Context: an optimization exercise on an open-source flow, tuned for small area and a short achievable clock period. The choices shown serve that exercise and are no tape-out recipe.
The RTL was checked by simulation tests, not by an equivalence proof against the original design.
Power is estimated from default activity; no workload was simulated.

==> fjord: inputs <==
// alu_top
module alu_top (
    input             clk,
    input      [7:0]  a,
    input      [7:0]  b,
    input      [3:0]  sel,
    output reg [15:0] out
);
==> flow/config.mk <==
export PLATFORM = sky130hd
export DESIGN_NAME = alu_top
export DESIGN_NICKNAME = alu_top
export VERILOG_FILES = /design/flow/design.v
export SDC_FILE = /design/flow/constraint.sdc
export NUM_CORES = 4
export LEC_CHECK = 0
export ABC_AREA = 1
export CAP_MARGIN = 20
export CORE_MARGIN = 2
export CORE_UTILIZATION = 50
export SLEW_MARGIN = 20
==> flow/constraint.sdc <==
create_clock -name core_clock -period 32.0 [get_ports {clk}]
set_input_delay 6.4000 -clock core_clock [delete_from_list [all_inputs] [get_ports {clk}]]
set_output_delay 6.4000 -clock core_clock [all_outputs]
set_load 0.01 [all_outputs]
standard.sh (not shown) runs the stock make flow with config.mk's settings and CLKGATE_MAP_FILE= SYNTH_SCRIPT=/design/flow/synth_recipe.tcl, a recipe that flattens the netlist after the stock synthesis.
==> flow/flow/run.sh <==
#!/bin/bash
# Layout flow: the standard ORFS layout (standard.sh) with these changes:
#  - synthesis is synth_recipe.tcl, except that
#    * the adder and multiplier modules (flow/fa_modules.txt) are kept as
#      separate modules until the end of synthesis (SYNTH_HIERARCHICAL=1,
#      then synth_recipe.tcl flattens as usual), and Yosys's full/half-adder
#      extraction (extract_fa) is applied to those modules only;
#    * Yosys's synth runs with -noabc, so the adder extraction sees the logic
#      as written;
#    * ABC maps the multiplier module with flow/synth_mul.abc (area-oriented)
#      and everything else with flow/synth.abc (delay-oriented);
#  - the resizer keeps a larger setup slack margin (flow/margin.txt), so it
#    sizes the critical paths instead of stopping at the 32 ns constraint;
#  - the smallest buffer (buf_1) on each port.
# Each tool's output goes to a log file in this folder.
set -euo pipefail
W=$(pwd)
MARGIN=$(cat flow/margin.txt)
FAMODS=$(cat flow/fa_modules.txt)
MULMODS=$(cat flow/mul_modules.txt)
{
  echo "proc abc {args} {"
  echo "  set i [lsearch \$args -script]"
  echo "  if {\$i < 0} { yosys abc {*}\$args; return }"
  echo "  set a1 \$args; lset a1 [expr {\$i + 1}] $W/flow/synth.abc"
  echo "  set a2 \$args; lset a2 [expr {\$i + 1}] $W/flow/synth_mul.abc"
  echo "  yosys abc {*}\$a2 $MULMODS"
  echo "  yosys abc {*}\$a1"
  echo "}"
  echo "proc extract_fa {args} { yosys extract_fa {*}\$args $FAMODS }"
  cat synth_recipe.tcl
} > my_synth.tcl
bash standard.sh SYNTH_SCRIPT=$W/my_synth.tcl SETUP_SLACK_MARGIN=$MARGIN \
  SYNTH_ARGS=-noabc SYNTH_HIERARCHICAL=1 SYNTH_INSBUF=0 \
  "BUFFER_PORTS_ARGS=-buffer_cell sky130_fd_sc_hd__buf_1" finish > orfs_make.log 2>&1
cp orfs/logs/*/alu_top/base/*.log . 2>/dev/null || true
==> flow/flow/fa_modules.txt <==
alu_addsub alu_mul
==> flow/flow/margin.txt <==
24.25
==> flow/flow/mul_modules.txt <==
alu_addsub alu_mul
==> flow/flow/synth.abc <==
strash
 dc2
 dch -f
 map -B 0.9
 topo
 stime -c
==> flow/flow/synth_mul.abc <==
strash
 dch
 map -a
 topo
 stime -c
 buffer -c
 upsize -c
 dnsize -c
==> inputs of lagoon, as changes to fjord <==
==> flow/flow/synth.abc (replaced) <==
strash
 dc2
 dch
 map -B 0.9
 topo
 stime -c
- CORE_UTILIZATION: 50 -> 65
==> inputs of cedar, as changes to fjord <==
==> flow/flow/run.sh (replaced) <==
#!/bin/bash
# Layout flow: the standard ORFS layout (standard.sh) with these changes:
#  - synthesis is synth_recipe.tcl, except that ABC runs flow/synth.abc and
#    Yosys's full/half-adder extraction (extract_fa) is applied only to the
#    adder and multiplier modules (flow/fa_modules.txt), which are kept as
#    separate modules until the end of synthesis (SYNTH_HIERARCHICAL=1) and
#    then flattened by synth_recipe.tcl as usual;
#  - the resizer keeps a larger setup slack margin (flow/margin.txt), so it
#    sizes the critical paths instead of stopping at the 32 ns constraint;
#  - Yosys's synth runs with -noabc, so the adder extraction sees the logic as
#    written and the one ABC run (flow/synth.abc) maps everything;
#  - the smallest buffer (buf_1) on each port.
# Each tool's output goes to a log file in this folder.
set -euo pipefail
W=$(pwd)
MARGIN=$(cat flow/margin.txt)
FAMODS=$(cat flow/fa_modules.txt)
{
  echo "proc abc {args} {"
  echo "  set i [lsearch \$args -script]"
  echo "  if {\$i >= 0} { lset args [expr {\$i + 1}] $W/flow/synth.abc }"
  echo "  yosys abc {*}\$args"
  echo "}"
  echo "proc extract_fa {args} { yosys extract_fa {*}\$args $FAMODS }"
  cat synth_recipe.tcl
} > my_synth.tcl
EXTRA=(SYNTH_ARGS=-noabc)
[ -n "$FAMODS" ] && EXTRA+=(SYNTH_HIERARCHICAL=1 SYNTH_INSBUF=0)
[ -z "$FAMODS" ] && EXTRA+=(ADDER_MAP_FILE=)
bash standard.sh SYNTH_SCRIPT=$W/my_synth.tcl SETUP_SLACK_MARGIN=$MARGIN "${EXTRA[@]}" \
  "BUFFER_PORTS_ARGS=-buffer_cell sky130_fd_sc_hd__buf_1" finish > orfs_make.log 2>&1
cp orfs/logs/*/alu_top/base/*.log . 2>/dev/null || true
==> flow/flow/margin.txt (replaced) <==
24
==> flow/flow/synth.abc (replaced) <==
strash
 dch
 map -B 0.9
 topo
 stime -c
removed: flow/flow/mul_modules.txt
removed: flow/flow/synth_mul.abc
==> inputs of onyx, as changes to fjord <==
==> flow/flow/synth.abc (replaced) <==
strash
 dc2
 dch
 map -B 0.9
 topo
 stime -c
==> summary of the runs <==
lagoon went through all stages and came out clean. onyx completed without violations. fjord passed the timing, design-rule and antenna checks. cedar went through all stages and came out clean. Combinational power is about the same in cedar and fjord. The highest first-iteration DRC count belongs to lagoon, the lowest to fjord. Synthesized cell count: cedar is higher than fjord (about 23%). In cedar the power is lower than in lagoon, by 3.9%.

afterwards: timing with drivers on the ports:
Ports are ideal in the flow. The routed layouts listed here were re-timed in OpenROAD. Step 1 (the two cells are an assumption about what drives the block):
set clk [get_ports {clk}]
set_driving_cell -lib_cell sky130_fd_sc_hd__clkbuf_16 $clk
set_driving_cell -lib_cell sky130_fd_sc_hd__buf_2 [delete_from_list [all_inputs] $clk]
Step 2 times the ports against the registers' clock, not the clock port: input delays grow and output delays shrink by t, the midpoint of the rising clock arrivals with the driver on. Three values: no drivers, after step 1, after step 2; two values: the first two.
| run | t, ns | slack for setup (ns) | worst setup path at the end | clock arrival spread, ns | worst register clock-pin slew, ns |
|---|---|---|---|---|---|
| fjord | 0.327 | 24.831 / 24.797 / 24.920 | register to register | 0.011 / 0.011 | 0.09 / 0.09 |
| lagoon | 0.325 | 24.821 / 24.789 / 24.897 | register to register | 0.009 / 0.009 | 0.08 / 0.08 |
| cedar | 0.324 | 24.794 / 24.764 / 25.060 | register to register | 0.016 / 0.016 | 0.09 / 0.09 |
| onyx | 0.332 | 24.835 / 24.799 / 24.931 | register to register | 0.006 / 0.006 | 0.09 / 0.09 |
After both steps setup and hold are still met in every run listed.
